Source: an optimization exercise on an open RTL-to-GDS flow (aim: a short achievable clock period and few clock cycles). Production flows keep margins and buffers that such runs may drop.
RTL that was checked went through simulation tests only; none was proved equivalent to the original.
No driver is modelled on the clock port, so clocking that relies on it looks cheaper here than on a real chip.

==> wip/violet: inputs <==
==> flow/design.v <==
module t2b_riscv_cpu (
    input clk, reset,
    input Ext_MemWrite,
    input [31:0] Ext_WriteData, Ext_DataAdr,
    input [31:0] Instr,
    output [31:0] PC,
    output MemWrite,
    output [31:0] WriteData, DataAdr, ReadData
);
reg [31:0] pc;
reg [31:0] rf [1:31];
reg [31:0] dmem [0:63];
reg [31:0] ic_data [0:15];
reg [5:0]  ic_tag  [0:15];
reg [15:0] ic_val;
reg        e0_wen, e0_st, e0_ld;
reg [4:0]  e0_rd;
reg [31:0] e0_a, e0_b, e0_sd;
reg [2:0]  e0_f3, e0_op;
reg        e0_alt;
reg        e1_wen;
reg [4:0]  e1_rd;
reg [31:0] e1_a, e1_b;
reg [2:0]  e1_op;
reg        e1_alt;
wire [31:0] sum0, alu0, alu1;
ex_alu alu_0 (e0_a, e0_b, e0_op, e0_alt, sum0, alu0);
ex_alu alu_1 (e1_a, e1_b, e1_op, e1_alt,  , alu1);
wire [31:0] mword = dmem[sum0[7:2]];
reg  [31:0] ldata;
always @(*) begin
    case (e0_f3)
        3'b000:  ldata = {{24{mword[7]}}, mword[7:0]};
        3'b001:  ldata = {{16{mword[15]}}, mword[15:0]};
        3'b100:  ldata = {24'b0, mword[7:0]};
        3'b101:  ldata = {16'b0, mword[15:0]};
        default: ldata = mword;
    endcase
end
wire [31:0] e0_res = e0_ld ? ldata : alu0;
wire [31:0] e1_res = alu1;
reg [31:0] sdata;
always @(*) begin
    case (e0_f3[1:0])
        2'b00:   sdata = {24'b0, e0_sd[7:0]};
        2'b01:   sdata = {16'b0, e0_sd[15:0]};
        default: sdata = e0_sd;
    endcase
end
assign MemWrite  = e0_st;
assign DataAdr   = sum0;
assign WriteData = sdata;
integer k;
always @(posedge clk) begin
    for (k = 1; k < 32; k = k + 1) begin
        if (e1_wen && e1_rd == k) rf[k] <= e1_res;
        else if (e0_wen && e0_rd == k) rf[k] <= e0_res;
    end
end
wire        m_we  = reset ? Ext_MemWrite : e0_st;
wire [5:0]  m_adr = reset ? Ext_DataAdr[7:2] : sum0[7:2];
wire [31:0] m_dat = reset ? Ext_WriteData : sdata;
always @(posedge clk) begin
    if (m_we) dmem[m_adr] <= m_dat;
end
reg [63:0] rsel;
always @(*) begin
    for (k = 0; k < 64; k = k + 1) rsel[k] = Ext_DataAdr[7:2] == k;
end
genvar gb, gj;
generate
    for (gb = 0; gb < 32; gb = gb + 1) begin : rd_bit
        wire [31:0] n1;
        wire [7:0]  p2;
        wire [3:0]  n3;
        for (gj = 0; gj < 32; gj = gj + 1) begin : l1
            g_aoi22 g (rsel[2*gj], dmem[2*gj][gb], rsel[2*gj+1], dmem[2*gj+1][gb], n1[gj]);
        end
        for (gj = 0; gj < 8; gj = gj + 1) begin : l2
            g_nand4 g (n1[4*gj], n1[4*gj+1], n1[4*gj+2], n1[4*gj+3], p2[gj]);
        end
        for (gj = 0; gj < 4; gj = gj + 1) begin : l3
            g_nor2 g (p2[2*gj], p2[2*gj+1], n3[gj]);
        end
        g_nand4 l4 (n3[0], n3[1], n3[2], n3[3], ReadData[gb]);
    end
endgenerate
wire [31:0] pc4 = pc + 32'd4;
wire [31:0] pc8 = pc + 32'd8;
wire [9:0]  wa  = pc[11:2];
wire [5:0]  tg0 = pc[11:6];
wire [5:0]  tg1 = pc[11:6] + 6'd1;
reg  [15:0] m0, m1;
integer j;
always @(*) begin
    for (j = 0; j < 16; j = j + 1) begin
        m0[j] = ic_val[j] && ic_tag[j] == tg0;
        m1[j] = ic_val[j] && ic_tag[j] == tg1;
    end
end
wire [7:0] hit;
genvar gd, gq;
generate
    for (gd = 0; gd < 8; gd = gd + 1) begin : look
        wire [15:0] cand;
        for (gq = 0; gq < 16; gq = gq + 1) begin : c
            assign cand[gq] = (gq < gd) ? m1[gq] : m0[gq];
        end
        wire [3:0] idx = wa[3:0] + gd;
        assign hit[gd] = cand[idx];
    end
endgenerate
wire h0 = hit[0];
wire h1 = hit[1];
wire [7:0] fsel;
assign fsel[0] = !hit[0];
assign fsel[1] = hit[0] && !hit[1];
assign fsel[2] = &hit[1:0] && !hit[2];
assign fsel[3] = &hit[2:0] && !hit[3];
assign fsel[4] = &hit[3:0] && !hit[4];
assign fsel[5] = &hit[4:0] && !hit[5];
assign fsel[6] = &hit[5:0] && !hit[6];
assign fsel[7] = &hit[6:0];
reg [9:0] fw;     
always @(*) begin
    fw = 10'b0;
    for (j = 0; j < 8; j = j + 1) fw = fw | ({10{fsel[j]}} & (wa + j[9:0]));
end
wire [31:0] i0 = h0 ? ic_data[wa[3:0]] : Instr;
wire [31:0] i1 = h1 ? ic_data[wa[3:0] + 4'd1] : Instr;
wire        k1 = h0 | h1;
always @(posedge clk or posedge reset) begin
    if (reset) ic_val <= 16'b0;
    else ic_val[fw[3:0]] <= 1'b1;
end
always @(posedge clk) begin
    ic_data[fw[3:0]] <= Instr;
    ic_tag[fw[3:0]]  <= fw[9:4];
end
function [31:0] rread;
    input [4:0] r;
    begin
        if (r == 5'd0) rread = 32'b0;
        else if (e1_wen && e1_rd == r) rread = e1_res;
        else if (e0_wen && e0_rd == r) rread = e0_res;
        else rread = rf[r];
    end
endfunction
wire [31:0] r1_0 = rread(i0[19:15]);
wire [31:0] r2_0 = rread(i0[24:20]);
wire [31:0] r1_1 = rread(i1[19:15]);
wire [31:0] r2_1 = rread(i1[24:20]);
wire        wen0, st0, ld0, ctl0, rs1u0, rs2u0;
wire [2:0]  op0, op1;
wire        alt0, alt1;
wire [31:0] a0, b0, a1, b1, tgt0, tgt1;
wire        wen1, st1, ld1, ctl1, rs1u1, rs2u1;
wire        jmp0, jmp1;
idec dec0 (i0,    pc,  r1_0, r2_0, wen0, st0, ld0, jmp0, ctl0, rs1u0, rs2u0, op0, alt0, a0, b0, tgt0);
idec dec1 (i1,    pc4, r1_1, r2_1, wen1, st1, ld1, jmp1, ctl1, rs1u1, rs2u1, op1, alt1, a1, b1, tgt1);
wire [4:0] rd0 = i0[11:7];
wire [4:0] rd1 = i1[11:7];
wire dep  = wen0 && rd0 != 5'd0 &&
            ((rs1u1 && i1[19:15] == rd0) || (rs2u1 && i1[24:20] == rd0));
wire pair = k1 && !jmp0 && !dep && !ld1 && !st1;
wire [31:0] pc_next = ctl0 ? tgt0 :
                      pair ? (ctl1 ? tgt1 : pc8) : pc4;
always @(posedge clk or posedge reset) begin
    if (reset) begin
        pc     <= 32'b0;
        e0_wen <= 1'b0;
        e0_st  <= 1'b0;
        e0_ld  <= 1'b0;
        e1_wen <= 1'b0;
    end else begin
        pc     <= pc_next;
        e0_wen <= wen0 && rd0 != 5'd0;
        e0_st  <= st0;
        e0_ld  <= ld0;
        e1_wen <= pair && !ctl0 && wen1 && rd1 != 5'd0;
    end
end
always @(posedge clk) begin
    e0_rd  <= rd0;
    e0_a   <= a0;
    e0_b   <= b0;
    e0_sd  <= r2_0;
    e0_f3  <= i0[14:12];
    e0_op  <= op0;
    e0_alt <= alt0;
    e1_rd  <= rd1;
    e1_a   <= a1;
    e1_b   <= b1;
    e1_op  <= op1;
    e1_alt <= alt1;
end
assign PC = {pc[31:12], fw, pc[1:0]};
endmodule
module idec (
    input  [31:0] ins,
    input  [31:0] pc,
    input  [31:0] r1, r2,
    output reg        wen,
    output            st, ld, jmp, ctl, rs1u, rs2u,
    output reg [2:0]  op,
    output reg        alt,
    output reg [31:0] a, b,
    output     [31:0] tgt
);
localparam OP_ADD = 3'd0;
wire [6:0] opc = ins[6:0];
wire [2:0] f3  = ins[14:12];
wire is_lui   = opc == 7'b0110111;
wire is_auipc = opc == 7'b0010111;
wire is_jal   = opc == 7'b1101111;
wire is_jalr  = opc == 7'b1100111;
wire is_br    = opc == 7'b1100011;
wire is_ld    = opc == 7'b0000011;
wire is_st    = opc == 7'b0100011;
wire is_opi   = opc == 7'b0010011;
wire is_op    = opc == 7'b0110011;
wire [31:0] imm_i = {{20{ins[31]}}, ins[31:20]};
wire [31:0] imm_s = {{20{ins[31]}}, ins[31:25], ins[11:7]};
wire [31:0] imm_b = {{20{ins[31]}}, ins[7], ins[30:25], ins[11:8], 1'b0};
wire [31:0] imm_j = {{12{ins[31]}}, ins[19:12], ins[20], ins[30:21], 1'b0};
wire [31:0] imm_u = {ins[31:12], 12'b0};
wire eq  = r1 == r2;
wire ltu = r1 < r2;
reg  taken;
always @(*) begin
    case (f3)
        3'b000:  taken = eq;
        3'b001:  taken = ~eq;
        3'b100:  taken = ltu;
        3'b101:  taken = ~ltu;
        3'b110:  taken = ltu;
        3'b111:  taken = ~ltu;
        default: taken = 1'b0;
    endcase
end
wire [31:0] pc_br   = pc + imm_b;
wire [31:0] pc_jal  = pc + imm_j;
wire [31:0] pc_jalr = r1 + imm_i;
assign st   = is_st;
assign ld   = is_ld;
assign jmp  = is_jal | is_jalr;
assign ctl  = is_jal | is_jalr | (is_br & taken);
assign tgt  = is_jal ? pc_jal : is_jalr ? pc_jalr : pc_br;
assign rs1u = is_op | is_opi | is_ld | is_st | is_br | is_jalr;
assign rs2u = is_op | is_st | is_br;
always @(*) begin
    wen = 1'b0;
    op  = OP_ADD;
    alt = 1'b0;
    a   = r1;
    b   = imm_i;
    if (is_op || is_opi) begin
        wen = 1'b1;
        op  = f3;
        b   = is_op ? r2 : (f3[1:0] == 2'b01 ? {27'b0, ins[24:20]} : imm_i);
        alt = ins[30] & (is_op | (f3 == 3'b101));
    end
    if (is_ld) wen = 1'b1;
    if (is_st) b = imm_s;
    if (is_lui) begin wen = 1'b1; a = 32'b0; b = imm_u; end
    if (is_auipc) begin wen = 1'b1; a = pc; b = imm_u; end
    if (is_jal || is_jalr) begin wen = 1'b1; a = pc; b = 32'd4; end
end
endmodule
module ex_alu (
    input      [31:0] a, b,
    input      [2:0]  op,
    input             alt,      
    output     [31:0] sum,      
    output reg [31:0] y
);
localparam OP_ADD = 3'd0, OP_SLL = 3'd1, OP_SLT = 3'd2, OP_SLTU = 3'd3,
           OP_XOR = 3'd4, OP_SR  = 3'd5, OP_OR  = 3'd6, OP_AND  = 3'd7;
wire [31:0] sra = $signed(a) >>> b[4:0];
wire [31:0] srl = a >> b[4:0];
assign sum = a + (alt ? ~b : b) + {31'b0, alt};
always @(*) begin
    case (op)
        OP_ADD:  y = sum;
        OP_SLL:  y = a << b[4:0];
        OP_SLT,
        OP_SLTU: y = {31'b0, a < b};
        OP_XOR:  y = a ^ b;
        OP_SR:   y = alt ? sra : srl;
        OP_OR:   y = a | b;
        default: y = a & b;
    endcase
end
endmodule
module g_aoi22 (input a1, a2, b1, b2, output y);
assign y = ~((a1 & a2) | (b1 & b2));
endmodule
module g_nand4 (input a, b, c, d, output y);
assign y = ~(a & b & c & d);
endmodule
module g_nor2 (input a, b, output y);
assign y = ~(a | b);
endmodule
==> flow/flow/run.sh <==
#!/bin/bash
# Standard ORFS layout, with timing repair aimed well below the design's clock
# period (a setup margin), so the layout is optimised for the period it can
# actually reach, and with the ports grouped by the paths they belong to.
# The SDC, the synthesis and every other step are the standard flow's own.
set -euo pipefail
MARGIN=${MARGIN:-10}
bash standard.sh SETUP_SLACK_MARGIN=$MARGIN IO_CONSTRAINTS=$PWD/flow/io.tcl finish > make_finish.log 2>&1
==> flow/flow/io.tcl <==
# Pin placement: the ports of the external read path (Ext_DataAdr to
# ReadData) together on the left edge, the fetch ports (Instr, PC) on the
# bottom edge, the store ports on the right edge.
set rd {}
set fe {}
set st {}
for {set i 0} {$i < 32} {incr i} {
  lappend rd "Ext_DataAdr\[$i\]" "ReadData\[$i\]"
  lappend fe "Instr\[$i\]" "PC\[$i\]"
  lappend st "DataAdr\[$i\]" "WriteData\[$i\]" "Ext_WriteData\[$i\]"
}
lappend st MemWrite Ext_MemWrite
set_io_pin_constraint -pin_names $rd -region left:*
set_io_pin_constraint -pin_names $fe -region bottom:*
set_io_pin_constraint -pin_names $st -region right:*
==> flow/standard.sh <==
#!/bin/bash
# synth_recipe.tcl (not shown) runs the flow's synth.tcl, then flattens the netlist and writes it again
# the make line also repeats each setting of config.mk as NAME=value (left out here)
make -C /OpenROAD-flow-scripts/flow DESIGN_CONFIG=/design/flow/config.mk WORK_HOME=/design/flow/orfs CLKGATE_MAP_FILE= SYNTH_SCRIPT=/design/flow/synth_recipe.tcl "${@:-finish}"
==> flow/config.mk <==
export PLATFORM = sky130hd
export DESIGN_NAME = t2b_riscv_cpu
export DESIGN_NICKNAME = t2b_riscv_cpu
export VERILOG_FILES = /design/flow/design.v
export SDC_FILE = /design/flow/constraint.sdc
export NUM_CORES = 4
export LEC_CHECK = 0
export ABC_CLOCK_PERIOD_IN_PS = 8000
export CAP_MARGIN = 20
export CORE_MARGIN = 2
export CORE_UTILIZATION = 60
export PLACE_DENSITY = 0.72
export SLEW_MARGIN = 20
export SYNTH_HIERARCHICAL = 1
==> flow/constraint.sdc <==
create_clock -name core_clock -period 19.5 [get_ports {clk}]
set_input_delay 3.9000 -clock core_clock [delete_from_list [all_inputs] [get_ports {clk}]]
set_output_delay 3.9000 -clock core_clock [all_outputs]
set_load 0.01 [all_outputs]
==> inputs of wip/cedar, as changes to wip/violet <==
--- a/flow/design.v
+++ b/flow/design.v
@@ -17,4 +17,5 @@
 reg [4:0]  e0_rd;
 reg [31:0] e0_a, e0_b, e0_sd;
+reg [31:0] e0_ad;       
 reg [2:0]  e0_f3, e0_op;
 reg        e0_alt;
@@ -24,8 +25,8 @@
 reg [2:0]  e1_op;
 reg        e1_alt;
-wire [31:0] sum0, alu0, alu1;
-ex_alu alu_0 (e0_a, e0_b, e0_op, e0_alt, sum0, alu0);
+wire [31:0] alu0, alu1;
+ex_alu alu_0 (e0_a, e0_b, e0_op, e0_alt,  , alu0);
 ex_alu alu_1 (e1_a, e1_b, e1_op, e1_alt,  , alu1);
-wire [31:0] mword = dmem[sum0[7:2]];
+wire [31:0] mword = dmem[e0_ad[7:2]];
 reg  [31:0] ldata;
 always @(*) begin
@@ -49,5 +50,5 @@
 end
 assign MemWrite  = e0_st;
-assign DataAdr   = sum0;
+assign DataAdr   = e0_ad;
 assign WriteData = sdata;
 integer k;
@@ -59,5 +60,5 @@
 end
 wire        m_we  = reset ? Ext_MemWrite : e0_st;
-wire [5:0]  m_adr = reset ? Ext_DataAdr[7:2] : sum0[7:2];
+wire [5:0]  m_adr = reset ? Ext_DataAdr[7:2] : e0_ad[7:2];
 wire [31:0] m_dat = reset ? Ext_WriteData : sdata;
 always @(posedge clk) begin
@@ -154,9 +155,9 @@
 wire [2:0]  op0, op1;
 wire        alt0, alt1;
-wire [31:0] a0, b0, a1, b1, tgt0, tgt1;
+wire [31:0] a0, b0, a1, b1, tgt0, tgt1, ad0, ad1;
 wire        wen1, st1, ld1, ctl1, rs1u1, rs2u1;
 wire        jmp0, jmp1;
-idec dec0 (i0,    pc,  r1_0, r2_0, wen0, st0, ld0, jmp0, ctl0, rs1u0, rs2u0, op0, alt0, a0, b0, tgt0);
-idec dec1 (i1,    pc4, r1_1, r2_1, wen1, st1, ld1, jmp1, ctl1, rs1u1, rs2u1, op1, alt1, a1, b1, tgt1);
+idec dec0 (i0,    pc,  r1_0, r2_0, wen0, st0, ld0, jmp0, ctl0, rs1u0, rs2u0, op0, alt0, a0, b0, tgt0, ad0);
+idec dec1 (i1,    pc4, r1_1, r2_1, wen1, st1, ld1, jmp1, ctl1, rs1u1, rs2u1, op1, alt1, a1, b1, tgt1, ad1);
 wire [4:0] rd0 = i0[11:7];
 wire [4:0] rd1 = i1[11:7];
@@ -186,4 +187,5 @@
     e0_b   <= b0;
     e0_sd  <= r2_0;
+    e0_ad  <= ad0;
     e0_f3  <= i0[14:12];
     e0_op  <= op0;
@@ -206,5 +208,6 @@
     output reg        alt,
     output reg [31:0] a, b,
-    output     [31:0] tgt
+    output     [31:0] tgt,
+    output     [31:0] ad        
 );
 localparam OP_ADD = 3'd0;
@@ -241,10 +244,10 @@
 wire [31:0] pc_br   = pc + imm_b;
 wire [31:0] pc_jal  = pc + imm_j;
-wire [31:0] pc_jalr = r1 + imm_i;
+assign      ad      = r1 + (is_st ? imm_s : imm_i);
 assign st   = is_st;
 assign ld   = is_ld;
 assign jmp  = is_jal | is_jalr;
 assign ctl  = is_jal | is_jalr | (is_br & taken);
-assign tgt  = is_jal ? pc_jal : is_jalr ? pc_jalr : pc_br;
+assign tgt  = is_jal ? pc_jal : is_jalr ? ad : pc_br;
 assign rs1u = is_op | is_opi | is_ld | is_st | is_br | is_jalr;
 assign rs2u = is_op | is_st | is_br;
==> inputs of wip/sierra, as changes to wip/violet <==
--- a/flow/design.v
+++ b/flow/design.v
@@ -17,4 +17,5 @@
 reg [4:0]  e0_rd;
 reg [31:0] e0_a, e0_b, e0_sd;
+reg [31:0] e0_ad;       
 reg [2:0]  e0_f3, e0_op;
 reg        e0_alt;
@@ -24,8 +25,8 @@
 reg [2:0]  e1_op;
 reg        e1_alt;
-wire [31:0] sum0, alu0, alu1;
-ex_alu alu_0 (e0_a, e0_b, e0_op, e0_alt, sum0, alu0);
+wire [31:0] alu0, alu1;
+ex_alu alu_0 (e0_a, e0_b, e0_op, e0_alt,  , alu0);
 ex_alu alu_1 (e1_a, e1_b, e1_op, e1_alt,  , alu1);
-wire [31:0] mword = dmem[sum0[7:2]];
+wire [31:0] mword = dmem[e0_ad[7:2]];
 reg  [31:0] ldata;
 always @(*) begin
@@ -49,5 +50,5 @@
 end
 assign MemWrite  = e0_st;
-assign DataAdr   = sum0;
+assign DataAdr   = e0_ad;
 assign WriteData = sdata;
 integer k;
@@ -59,5 +60,5 @@
 end
 wire        m_we  = reset ? Ext_MemWrite : e0_st;
-wire [5:0]  m_adr = reset ? Ext_DataAdr[7:2] : sum0[7:2];
+wire [5:0]  m_adr = reset ? Ext_DataAdr[7:2] : e0_ad[7:2];
 wire [31:0] m_dat = reset ? Ext_WriteData : sdata;
 always @(posedge clk) begin
@@ -154,9 +155,9 @@
 wire [2:0]  op0, op1;
 wire        alt0, alt1;
-wire [31:0] a0, b0, a1, b1, tgt0, tgt1;
+wire [31:0] a0, b0, a1, b1, tgt0, tgt1, ad0, ad1;
 wire        wen1, st1, ld1, ctl1, rs1u1, rs2u1;
 wire        jmp0, jmp1;
-idec dec0 (i0,    pc,  r1_0, r2_0, wen0, st0, ld0, jmp0, ctl0, rs1u0, rs2u0, op0, alt0, a0, b0, tgt0);
-idec dec1 (i1,    pc4, r1_1, r2_1, wen1, st1, ld1, jmp1, ctl1, rs1u1, rs2u1, op1, alt1, a1, b1, tgt1);
+idec dec0 (i0,    pc,  r1_0, r2_0, wen0, st0, ld0, jmp0, ctl0, rs1u0, rs2u0, op0, alt0, a0, b0, tgt0, ad0);
+idec dec1 (i1,    pc4, r1_1, r2_1, wen1, st1, ld1, jmp1, ctl1, rs1u1, rs2u1, op1, alt1, a1, b1, tgt1, ad1);
 wire [4:0] rd0 = i0[11:7];
 wire [4:0] rd1 = i1[11:7];
@@ -186,4 +187,5 @@
     e0_b   <= b0;
     e0_sd  <= r2_0;
+    e0_ad  <= ad0;
     e0_f3  <= i0[14:12];
     e0_op  <= op0;
@@ -206,5 +208,6 @@
     output reg        alt,
     output reg [31:0] a, b,
-    output     [31:0] tgt
+    output     [31:0] tgt,
+    output     [31:0] ad        
 );
 localparam OP_ADD = 3'd0;
@@ -241,10 +244,10 @@
 wire [31:0] pc_br   = pc + imm_b;
 wire [31:0] pc_jal  = pc + imm_j;
-wire [31:0] pc_jalr = r1 + imm_i;
+assign      ad      = r1 + (is_st ? imm_s : imm_i);
 assign st   = is_st;
 assign ld   = is_ld;
 assign jmp  = is_jal | is_jalr;
 assign ctl  = is_jal | is_jalr | (is_br & taken);
-assign tgt  = is_jal ? pc_jal : is_jalr ? pc_jalr : pc_br;
+assign tgt  = is_jal ? pc_jal : is_jalr ? ad : pc_br;
 assign rs1u = is_op | is_opi | is_ld | is_st | is_br | is_jalr;
 assign rs2u = is_op | is_st | is_br;
==> flow/flow/run.sh (replaced) <==
#!/bin/bash
# Standard ORFS layout, with timing repair aimed well below the design's clock
# period (a setup margin), so the layout is optimised for the period it can
# actually reach; the ports grouped by the paths they belong to; and plain
# buffers rather than delay cells on the ports (hook.tcl). The SDC, the
# synthesis and every other step are the standard flow's own.
set -euo pipefail
MARGIN=${MARGIN:-10}
H=$PWD/flow/hook.tcl
bash standard.sh synth > make_synth.log 2>&1
bash standard.sh SETUP_SLACK_MARGIN=$MARGIN IO_CONSTRAINTS=$PWD/flow/io.tcl \
  POST_GLOBAL_PLACE_TCL=$H PRE_RESIZE_TCL=$H PRE_DETAIL_PLACE_TCL=$H PRE_CTS_TCL=$H \
  PRE_GLOBAL_ROUTE_TCL=$H finish > make_finish.log 2>&1
==> flow/flow/hook.tcl (new file) <==
# Timing repair hook (sourced before CTS and before global routing): keep
# the delay cells out of the repair, and give every port a plain buffer
# where the earlier steps left a delay cell on it.
set_dont_use [get_lib_cells {sky130_fd_sc_hd__clkdlybuf4s* sky130_fd_sc_hd__dlygate4sd* sky130_fd_sc_hd__dlymetal6s*}]
set n_swapped 0
foreach bterm [[ord::get_db_block] getBTerms] {
  set net [$bterm getNet]
  if {$net == "NULL"} { continue }
  foreach iterm [$net getITerms] {
    set inst [$iterm getInst]
    if {[regexp {dly} [[$inst getMaster] getName]]} {
      replace_cell [$inst getName] sky130_fd_sc_hd__buf_6
      incr n_swapped
    }
  }
}
puts "hook: swapped $n_swapped port buffers"
==> results.sh <==
export IMPL_stop_error="[ERROR GRT-0116] Global routing finished with congestion. Check the congestion regions in the DRC Viewer."
export IMPL_die_height_um=630
export IMPL_syn_area_um2=235000
export IMPL_run_status="did not finish"
export IMPL_clock_sinks=3913
export IMPL_lastStage="5_1_grt"
export IMPL_grt_max_degree=135
Source of the figures above: wip/sierra

==> results.sh <==
export IMPL_run_status="did not finish"
export IMPL_lastStage="5_1_grt"
export IMPL_stop_error="[ERROR GRT-0116] Global routing finished with congestion. Check the congestion regions in the DRC Viewer."
export IMPL_cts_resized=1467
export IMPL_die_height_um=630
export IMPL_grt_max_degree=77
export IMPL_syn_area_um2=235000
Source of the figures above: wip/violet

==> results.sh <==
export IMPL_run_status="did not finish"
export IMPL_lastStage="5_1_grt"
export IMPL_stop_error="[ERROR GRT-0116] Global routing finished with congestion. Check the congestion regions in the DRC Viewer."
export IMPL_syn_area_um2=235000
export IMPL_hold_buffers=0
export IMPL_grt_max_degree=135
export IMPL_die_height_um=630
export IMPL_clock_sinks=3913
Source of the figures above: wip/cedar

Testbench counts of wip/cedar, summed over its fixed seeds: cycles 45,318.
Testbench counts of wip/sierra, summed over its fixed seeds: cycles 45,318.
Function not checked in wip/violet: the RTL went through the layout flow alone.
